Source: an optimization exercise on an open RTL-to-GDS flow (aim: small area). Production flows keep margins and buffers that such runs may drop.
Function was checked by simulation only, so behaviour that the tests miss may differ from the original.
Power figures rest on the tool's default switching activity, not on a simulated workload.

==> flow/design.v, too long to show whole: its modules and the start of the top module <==
// module alu_top: 519 lines
// module alu_dec: 16 lines
// module alu_subdec: 3 lines
// module alu_pg: 5 lines
// module alu_xnor2: 3 lines
// module alu_o22ai: 3 lines
// module alu_nor2: 3 lines
// module alu_a21oi: 3 lines
// module alu_mux2: 3 lines
// module alu_xor2: 3 lines
// module alu_nand2: 3 lines
// module alu_a222oi: 3 lines
// module alu_a2bb2oi: 3 lines
// module alu_muxa: 3 lines
// module alu_muxo: 3 lines
// module alu_inv5: 3 lines
// module alu_inv1: 3 lines
// module alu_fin: 6 lines
// module alu_fin0: 5 lines
// module alu_o21ai: 3 lines
// module alu_finn: 6 lines
// module alu_bit0: 6 lines
// module alu_zero: 3 lines
module alu_top(
    input clk, clear,
    input [31:0]alu_in0, alu_in1,
    input [3:0]control_signal,
    output reg [31:0]alu_out,
    output zero_flag
    );
  // ...
==> flow/flow/run.sh <==
#!/bin/bash
# Layout flow: the standard flow, with these changes in how the layout is made:
#  - synthesis maps with an area-oriented ABC script (strash; dch -f; amap -m)
#    and leaves adders to ABC (no separate full/half adder cells),
#  - port buffers use sky130_fd_sc_hd__buf_1,
#  - CTS uses small clock buffers and no dummy loads,
#  - floorplan removes synthesis buffers instead of sizing gates before placement,
#  - after global routing, gates with timing slack are sized down (RECOVER_POWER).
# Each tool's output goes to a log file of its own in this folder.
set -uo pipefail
cp -r "$FLOW_HOME/scripts" scripts_mod
printf 'strash\ndch -f\namap -m\ntopo\n' > scripts_mod/abc_area.script
cp scripts_mod/abc_area.script scripts_mod/abc_speed.script
export REMOVE_ABC_BUFFERS=1
export RECOVER_POWER=100
export BUFFER_PORTS_ARGS="-buffer_cell sky130_fd_sc_hd__buf_1"
export CTS_ARGS="-sink_clustering_enable -repair_clock_nets -dont_use_dummy_load -sink_clustering_size 32 -sink_clustering_max_diameter 300 -buf_list {sky130_fd_sc_hd__clkbuf_4}"
SCRIPTS_DIR="$PWD/scripts_mod" ADDER_MAP_FILE= bash standard.sh synth > synth.log 2>&1 || exit 1
bash standard.sh > layout.log 2>&1
==> flow/standard.sh <==
#!/bin/bash
# synth_recipe.tcl (not shown) runs the flow's synth.tcl, then flattens the netlist and writes it again
# the make line also repeats each setting of config.mk as NAME=value (left out here)
make -C /OpenROAD-flow-scripts/flow DESIGN_CONFIG=/design/flow/config.mk WORK_HOME=/design/flow/orfs CLKGATE_MAP_FILE= SYNTH_SCRIPT=/design/flow/synth_recipe.tcl "${@:-finish}"
==> flow/config.mk <==
export PLATFORM = sky130hd
export DESIGN_NAME = alu_top
export DESIGN_NICKNAME = alu_top
export VERILOG_FILES = /design/flow/design.v
export SDC_FILE = /design/flow/constraint.sdc
export NUM_CORES = 4
export LEC_CHECK = 0
export ABC_AREA = 1
export CAP_MARGIN = 10
export CORE_MARGIN = 2
export CORE_UTILIZATION = 40
export GPL_TIMING_DRIVEN = 0
export SLEW_MARGIN = 10
export SYNTH_HIERARCHICAL = 1
==> flow/constraint.sdc <==
create_clock -name core_clock -period 4.5 [get_ports {clk}]
set_input_delay 0.9000 -clock core_clock [delete_from_list [all_inputs] [get_ports {clk}]]
set_output_delay 0.9000 -clock core_clock [all_outputs]
set_load 0.01 [all_outputs]
==> impl_metrics.json, run 1 <==
{
  "cts_tree": "built",
  "grt_first_pass_wirelength_mm": 27.8,
  "nWellTaps": 136,
  "dpl-instance-area_mm2": 0.00493,
  "clk_path_buf_depth": 2,
  "tns_ns": 0,
  "outcome": "timing/DRC/antenna clean",
  "nClkBuffers": 5,
  "die_h_um": 107,
  "setup_slack_ns": 0.251,
  "timing.final.crit_share_pct": 94.4,
  "pg_comb_mw": 0.665,
  "syn_area_per_cell_um2": 6.33,
  "cts.clk_slew.worst_paths_ns": 0.11,
  "std_cell_rows": 37,
  "instances_no_fill": 924,
  "nonClkBufAreaFrac_pct": 10.4,
  "io-pin-count": 103,
  "largestRegisters": "alu_out: 32 flops",
  "rsz0062_at_grt": "false",
  "grt_use_met1_pct": 46.5,
  "yosysTopAreaCell": "dfrtp_1",
  "top_register": "alu_out",
  "worstMarginPinSlew_ns": 1.23,
  "drt_iter0_drc": 848,
  "ys.flop_type": "dfrtp_1"
}
==> inputs of run 2 (changes only) <==
--- a/flow/flow/run.sh
+++ b/flow/flow/run.sh
@@ -6,4 +6,3 @@
 #  - CTS uses small clock buffers and no dummy loads,
-#  - floorplan removes synthesis buffers instead of sizing gates before placement,
-#  - after global routing, gates with timing slack are sized down (RECOVER_POWER).
+#  - floorplan removes synthesis buffers instead of sizing gates before placement.
 # Each tool's output goes to a log file of its own in this folder.
@@ -14,3 +13,2 @@
 export REMOVE_ABC_BUFFERS=1
-export RECOVER_POWER=100
 export BUFFER_PORTS_ARGS="-buffer_cell sky130_fd_sc_hd__buf_1"
==> impl_metrics.json, run 2 <==
{
  "outcome": "timing/DRC/antenna clean",
  "grt_pass1_vias": 5147,
  "synth_fa_ha_area_share_pct": 0,
  "p_per_area_mw_per_mm2": 230,
  "synth_most_common_cell": "a21oi_1",
  "largestRegisters": "alu_out: 32 flops",
  "fin_nets": 859,
  "synth-xor-area-share_pct": 0,
  "grt_first_pass_wirelength_mm": 27.8,
  "synth_simple_gate_area_share_pct": 18.7,
  "timing.final.crit_share_pct": 95.1,
  "core_mm2": 0.0103,
  "std_cell_rows": 37,
  "cts_tree": "built",
  "cts_sinks": 32,
  "firstDrtPassIters": 10,
  "worstPathMaxFanout": 33,
  "synthTopCellsByCount": "121 x a21oi_1, 100 x o22ai_1, 99 x nor2_1, 84 x nand2_1, 84 x o21ai_0",
  "yosysSeqAreaShare_pct": 19.0,
  "antenna_found_initial": 1,
  "relSlewSlack_pct": 32.0,
  "routed_wl_mm": 18.4,
  "grt_max_degree": 40,
  "maxSlewViolCount": 0,
  "cp.arrival_ns": 4.51,
  "setup_viol": 0,
  "drive_gt1_share_pct": 4.57,
  "hpwl_mm": 14.0,
  "crit_required_ns": 4.73,
  "synthesis.area_mm2": 0.00422,
  "drt_iter0_drc": 845,
  "synth_area_leaders": "dfrtp_1 19%, o22ai_1 15%, a21oi_1 14%, a22oi_1 13%, o21ai_0 10%",
  "gp_congestion": 0.991,
  "die_area_mm2": 0.0114,
  "clk_path_buf_depth": 2,
  "globalRouteOverflowTotal": 0,
  "max_freq_mhz": 234,
  "fin_crit_ns": 4.28,
  "drc": 0,
  "synth_compound_area_share_pct": 60.1,
  "routedWlPerCell_um": 19.9,
  "final_cell_mix": "118 x a21oi_1, 100 x o22ai_1, 98 x nor2_1",
  "largest_register_ffs": 32,
  "top_register": "alu_out",
  "grtUsageTotal_pct": 31.2,
  "syn_inst": 667,
  "area_growth_pct": 19.8,
  "total_power_mw": 1.16,
  "async_flop_share_pct": 100,
  "rsz0062_at_grt": "false",
  "final_cell_area_mm2": 0.00505,
  "ir_worst_vdd_mv": 0.101,
  "crit_type": "in -> reg",
  "yosys_register_bits": 32,
  "finalHoldViolCount": 0,
  "via_per_inst": 6.66,
  "yosysTopAreaCell": "dfrtp_1",
  "cap_viol_max_count": 0,
  "io-pin-count": 103,
  "final_common_cell": "a21oi_1",
  "antenna_left": 0,
  "htreeDepth": 2,
  "ys_types": 19,
  "placed_cells": 915,
  "synth_top_family_by_area": "compound AO/OA/AOI/OAI gates",
  "cp-end-kind": "flop",
  "whs_ns": 0.603,
  "synth_warnings": 7,
  "numPortBuffers": 102,
  "start_util_pct": 41.1,
  "cts_root_buf": "clkbuf_4",
  "start_kind": "input pin",
  "dpl-instance-area_mm2": 0.00493,
  "worstMarginPinSlew_ns": 1.01,
  "fp.dieW_um": 107,
  "hold_path.class": "in -> async",
  "ys.flop_type": "dfrtp_1",
  "synth_mux_area_share_pct": 0.267,
  "cts_hold_buf": 0,
  "cts.clk_slew.worst_paths_ns": 0.11,
  "p_leak_nw": 1.69,
  "syn_area_per_cell_um2": 6.33,
  "instances_no_fill": 924,
  "yosysTopAreaCellShare_pct": 19.0,
  "die_h_um": 107,
  "vias": 6158,
  "synth_edf_count": 0,
  "cts_buffers": 5
}
-- run 2: layout make-up --
class	instances	area [µm²]
diodes	1	2.50
repair buffers	114	532
clock buffers	5	37.5
flip-flops and latches	32	801
fillers	1110	5230
inverters	22	87.6
well taps	136	170
multi-input cells	614	3420
-- run 2: what timing repair did --
| action | CTS | global route |
|---|---|---|
| resized for setup | 12 | 9 |
| gates cloned | 1 | 0 |
| setup buffers | 2 | 0 |
| endpoints found under the setup margin | 32 | 9 |
| pin swaps | 1 | 0 |
-- run 2: per-module statistics from Yosys, one instance, submodules excluded, a selection --
module | flops+latches | cells
alu_inv5 | 0 | 5
alu_o21ai | 0 | 1
alu_bit0 | 0 | 4
alu_xor2 | 0 | 2
alu_fin0 | 0 | 3
alu_dec | 0 | 14
alu_nor2 | 0 | 1
alu_muxa | 0 | 1
alu_a222oi | 0 | 1
alu_mux2 | 0 | 1
alu_subdec | 0 | 2
alu_a21oi | 0 | 1
alu_inv1 | 0 | 1
-- run 2: per-stage QoR --
| stage | TNS, ns | setup slack (ns) | util [%] |
|---|---|---|---|
| 5_1_grt | 0 | 0.00597 | 49.2 |
| 6_report | 0 | 0.219 | 49.2 |
| 3_3_place_gp | -99.37 | -3.95 | 46.4 |
| 3_5_place_dp | -20.51 | -1.18 | 47.9 |
| 2_1_floorplan | -12.44 | -0.944 | - |
| 4_1_cts | -0.0120 | -0.0120 | 48.9 |
-- run 2: worst max-delay path, cell delays in order --
cell and delay (ns):
clkdlybuf4s15_2 0.57, clkinv_1 0.90, nor2_1 0.77, a21oi_1 0.13, a21oi_1 0.29, a222oi_1 0.14
nand2_1 0.11, o21ai_0 0.13, nor2_1 0.12, o21ai_0 0.08, mux2_1 0.35
-- run 2: cells by family (layout without fill, tap and decap cells) --
kind of cell    Yosys count  in the layout
compound gates          412            413
simple gates            200            200
flops                    32             32
buf+inv                  22            141
mux                       1              1
other cells               0              1
-- run 2: where the power goes --
part / switching [mW] / internal [mW]
Clock: 0.101 / 0.0521
Combinational: 0.455 / 0.211
Sequential: 0.0187 / 0.323
-- run 2: final timing paths --
| check | slack (ns) | to | from |
|---|---|---|---|
| worst min-delay path | 0.60 | alu_out[5]$_DFF_PP0_ | clear |
| min in group core_clock | 0.99 | alu_out[6]$_DFF_PP0_ | alu_in1[6] |
| max in group asynchronous | 3.43 | alu_out[15]$_DFF_PP0_ | clear |
| worst max-delay path | 0.22 | alu_out[0]$_DFF_PP0_ | alu_in1[3] |
-- run 2: routing by layer --
metal	vias to the layer above	track usage (%)	part of all wire, %
li1	2967	-	-
met1	2802	46.5	44
met2	363	48.0	44
met3	26	2.67	9.6
met4	0	8.35	2.2
met5	-	0	0
==> inputs of run 3 (changes only) <==
--- a/flow/flow/run.sh
+++ b/flow/flow/run.sh
@@ -5,4 +5,3 @@
 #  - port buffers use sky130_fd_sc_hd__buf_1,
-#  - CTS uses small clock buffers and no dummy loads,
-#  - floorplan removes synthesis buffers instead of sizing gates before placement.
+#  - CTS uses small clock buffers and no dummy loads.
 # Each tool's output goes to a log file of its own in this folder.
@@ -12,3 +11,2 @@
 cp scripts_mod/abc_area.script scripts_mod/abc_speed.script
-export REMOVE_ABC_BUFFERS=1
 export BUFFER_PORTS_ARGS="-buffer_cell sky130_fd_sc_hd__buf_1"
==> impl_metrics.json, run 3 <==
{
  "fin_crit_ns": 4.27,
  "path_cells": "buf_4 > clkinv_4 > a22oi_1 > o22ai_1 > a22oi_1 > o22ai_1 > a22oi_1 > o22ai_1 > a222oi_1 > o21ai_0 > nor2_1 > o21ai_0 > mux2_1",
  "worstPathMaxFanout": 40,
  "start_kind": "input pin",
  "yosysTopAreaCellShare_pct": 19.0,
  "grt_use_met1_pct": 43.5,
  "hold_path.class": "in -> async",
  "crit_required_ns": 4.68,
  "rsz0062_at_grt": "false",
  "hpwl_mm": 13.9,
  "antenna_left": 0,
  "p_leak_nw": 1.67,
  "p_per_area_mw_per_mm2": 226,
  "gp_congestion": 0.953,
  "synth_nets": 737,
  "relSlewSlack_pct": 31.4,
  "clk_path_buf_depth": 2,
  "vias": 6124,
  "fp.dieW_um": 107,
  "instances_no_fill": 922,
  "yosysTopAreaCell": "dfrtp_1",
  "placed_cells": 912,
  "fin_nets": 858,
  "cts_tree": "built",
  "globalRouteOverflowTotal": 0,
  "total_power_mw": 1.13,
  "synthesis.area_mm2": 0.00422,
  "path_delay_family": "compound AO/OA/AOI/OAI gates",
  "largest_register_ffs": 32,
  "cp_slowest_cell": "a222oi_1",
  "drc": 0,
  "grt_pass1_vias": 5046,
  "cpPeakStageDelay_ns": 0.52,
  "final_cell_mix": "118 x a21oi_1, 100 x o22ai_1, 98 x nor2_1",
  "outcome": "timing/DRC/antenna clean",
  "htreeDepth": 2,
  "cts_sinks": 32,
  "drt_iter0_drc": 1043,
  "cts_buffers": 5,
  "core_mm2": 0.0103,
  "critical_path_depth": 13,
  "met2_usage_pct": 49.1,
  "ys_types": 19,
  "async_flop_share_pct": 100,
  "grt_use_met3_pct": 3.16,
  "routedWlPerCell_um": 19.8,
  "ys.flop_type": "dfrtp_1",
  "finalHoldViolCount": 0,
  "drive_gt1_share_pct": 4.45,
  "std_cell_rows": 37,
  "die_area_mm2": 0.0114,
  "grtUsageTotal_pct": 30.7,
  "crit_type": "in -> reg",
  "setup_viol": 0,
  "worstMarginPinSlew_ns": 1.02,
  "antenna_found_initial": 0,
  "busiest_layer": "met2",
  "start_util_pct": 41.1,
  "synth_most_common_cell": "a21oi_1",
  "routed_wl_mm": 18.2,
  "area_growth_pct": 19.1,
  "path_buf_inv": 2,
  "maxSlewViolCount": 0,
  "largestRegisters": "alu_out: 32 flops",
  "max_freq_mhz": 234,
  "synth_area_leaders": "dfrtp_1 19%, o22ai_1 15%, a21oi_1 14%, a22oi_1 13%, o21ai_0 10%",
  "synthTopCellsByCount": "121 x a21oi_1, 100 x o22ai_1, 99 x nor2_1, 84 x nand2_1, 84 x o21ai_0",
  "syn_area_per_cell_um2": 6.33,
  "n_fill_cell": 1113,
  "syn_inst": 667,
  "top_register": "alu_out",
  "numPortBuffers": 102,
  "io-pin-count": 103,
  "final_common_cell": "a21oi_1",
  "cp-end-kind": "flop",
  "synth_edf_count": 0,
  "yosysSeqAreaShare_pct": 19.0,
  "synth_warnings": 7,
  "firstDrtPassIters": 10,
  "via_per_inst": 6.64,
  "yosys_register_bits": 32,
  "cts_root_buf": "clkbuf_4",
  "cp.arrival_ns": 4.45,
  "grt_max_degree": 41,
  "cap_viol_max_count": 0,
  "die_h_um": 107,
  "diodes": 0,
  "timing.final.crit_share_pct": 95.0,
  "cts.clk_slew.worst_paths_ns": 0.08,
  "ir_worst_vdd_mv": 0.110,
  "grt_first_pass_wirelength_mm": 27.4
}
==> run 3: routing by layer <==
metal	vias up	share of wire, %
met5	-	0
met4	0	3.1
met2	410	44
li1	2966	-
met3	34	11
met1	2714	41
==> run 3: layout make-up <==
class | count | area, µm² | share of cell area, %
multi-input combinational | 615 | 3440 | 68.4
sequential | 32 | 801 | 15.9
timing repair buffer | 112 | 485 | 9.66
tap | 136 | 170 | 3.39
inverter | 22 | 95.1 | 1.89
clock buffer | 5 | 37.5 | 0.747
==> run 3: cells by family (layout without fill, tap and decap cells) <==
family	count (synthesis)	in the layout	synth area share, %
and+or+nand+nor	200	200	18.7
DFF	32	32	19.0
AOI/OAI and AO/OA	412	414	60.1
muxes	1	1	0.267
buffers and inverters	22	139	1.96
==> run 3: what timing repair did <==
| item | in CTS | in global routing |
|---|---|---|
| hold buffers | 0 | 0 |
| cloned | 2 | 0 |
| setup endpoints to repair | 32 | 10 |
| pin swaps | 1 | 2 |
| resized for setup | 19 | 12 |
| buffers inserted | 0 | 3 |
==> run 3: Yosys stat by module, one instance, submodules excluded, excerpt <==
module | cell area, µm² | times used | flip-flops and latches | cells inside
alu_zero | 66.3 | 1 | 0 | 11
alu_mux2 | 11.3 | 1 | 0 | 1
alu_xnor2 | 8.76 | 43 | 0 | 2
alu_fin0 | 15.0 | 1 | 0 | 3
alu_a21oi | 5.00 | 49 | 0 | 1
alu_nand2 | 3.75 | 40 | 0 | 1
alu_nor2 | 3.75 | 23 | 0 | 1
alu_muxa | 7.51 | 72 | 0 | 1
alu_a2bb2oi | 8.76 | 20 | 0 | 2
==> run 3: final timing paths <==
check                             startpoint               endpoint
max in group asynchronous              clear   alu_out[3]$_DFF_PP0_
worst min-delay path                   clear  alu_out[11]$_DFF_PP0_
worst max-delay path       control_signal[1]   alu_out[0]$_DFF_PP0_
min in group core_clock          alu_in1[24]  alu_out[24]$_DFF_PP0_
==> run 3: report_power, final <==
group | switching, mW | total (mW) | internal [mW] | leakage, nW
clock | 0.0757 | 0.128 | 0.0521 | 0.0230
sequential | 0.0180 | 0.341 | 0.323 | 0.413
combinational | 0.454 | 0.664 | 0.210 | 1.23
==> run 3: metrics by stage <==
stage          TNS (ns)  instance area (µm²)  hold WS, ns  util (%)  setup slack (ns)
2_1_floorplan         0                 4230        0.879         -             0.132
4_1_cts               0                 4990        0.689      48.6            0.0264
3_5_place_dp     -21.87                 4870         1.03      47.4             -1.19
3_3_place_gp     -72.32                 4780         1.03      46.5             -2.63
5_1_grt               0                 5030        0.729      48.9            0.0474
6_report              0                 5030        0.675      48.9             0.225

afterwards: timing with drivers on the ports:
How much do the figures lean on ideal ports? The routed layouts below were timed once more, with nothing changed but the port constraints.
Step 1 (the two cells are an assumption about what drives the block):
set clk [get_ports {clk}]
set_driving_cell -lib_cell sky130_fd_sc_hd__clkbuf_16 $clk
set_driving_cell -lib_cell sky130_fd_sc_hd__buf_2 [delete_from_list [all_inputs] $clk]
Step 2 adds t to the input delays and takes it off the output delays; t is the mean of the earliest and latest rising clock arrival at the registers after step 1. Input paths then give back, and output paths get back, about the clock's delay inside the block.
Slacks: ideal ports / drivers / drivers and shift; pairs: ideal ports / drivers.
run	shift t [ns]	setup slack, ns	hold WS [ns]	worst setup path at the end	worst slew at a driven data input, ns
run 1	0.382	0.251 / 0.262 / -0.120	0.832 / 0.817 / 1.199	input to register	0.04
run 2	0.388	0.219 / 0.229 / -0.159	0.603 / 0.590 / 0.978	input to register	0.04
run 3	0.326	0.225 / 0.228 / -0.098	0.675 / 0.669 / 0.995	input to register	0.03
Met with ideal ports but missed after step 2: setup timing in every run listed. For run 2, which loses most, drivers alone change the setup slack by +0.010 ns; drivers and shift together by -0.378 ns.
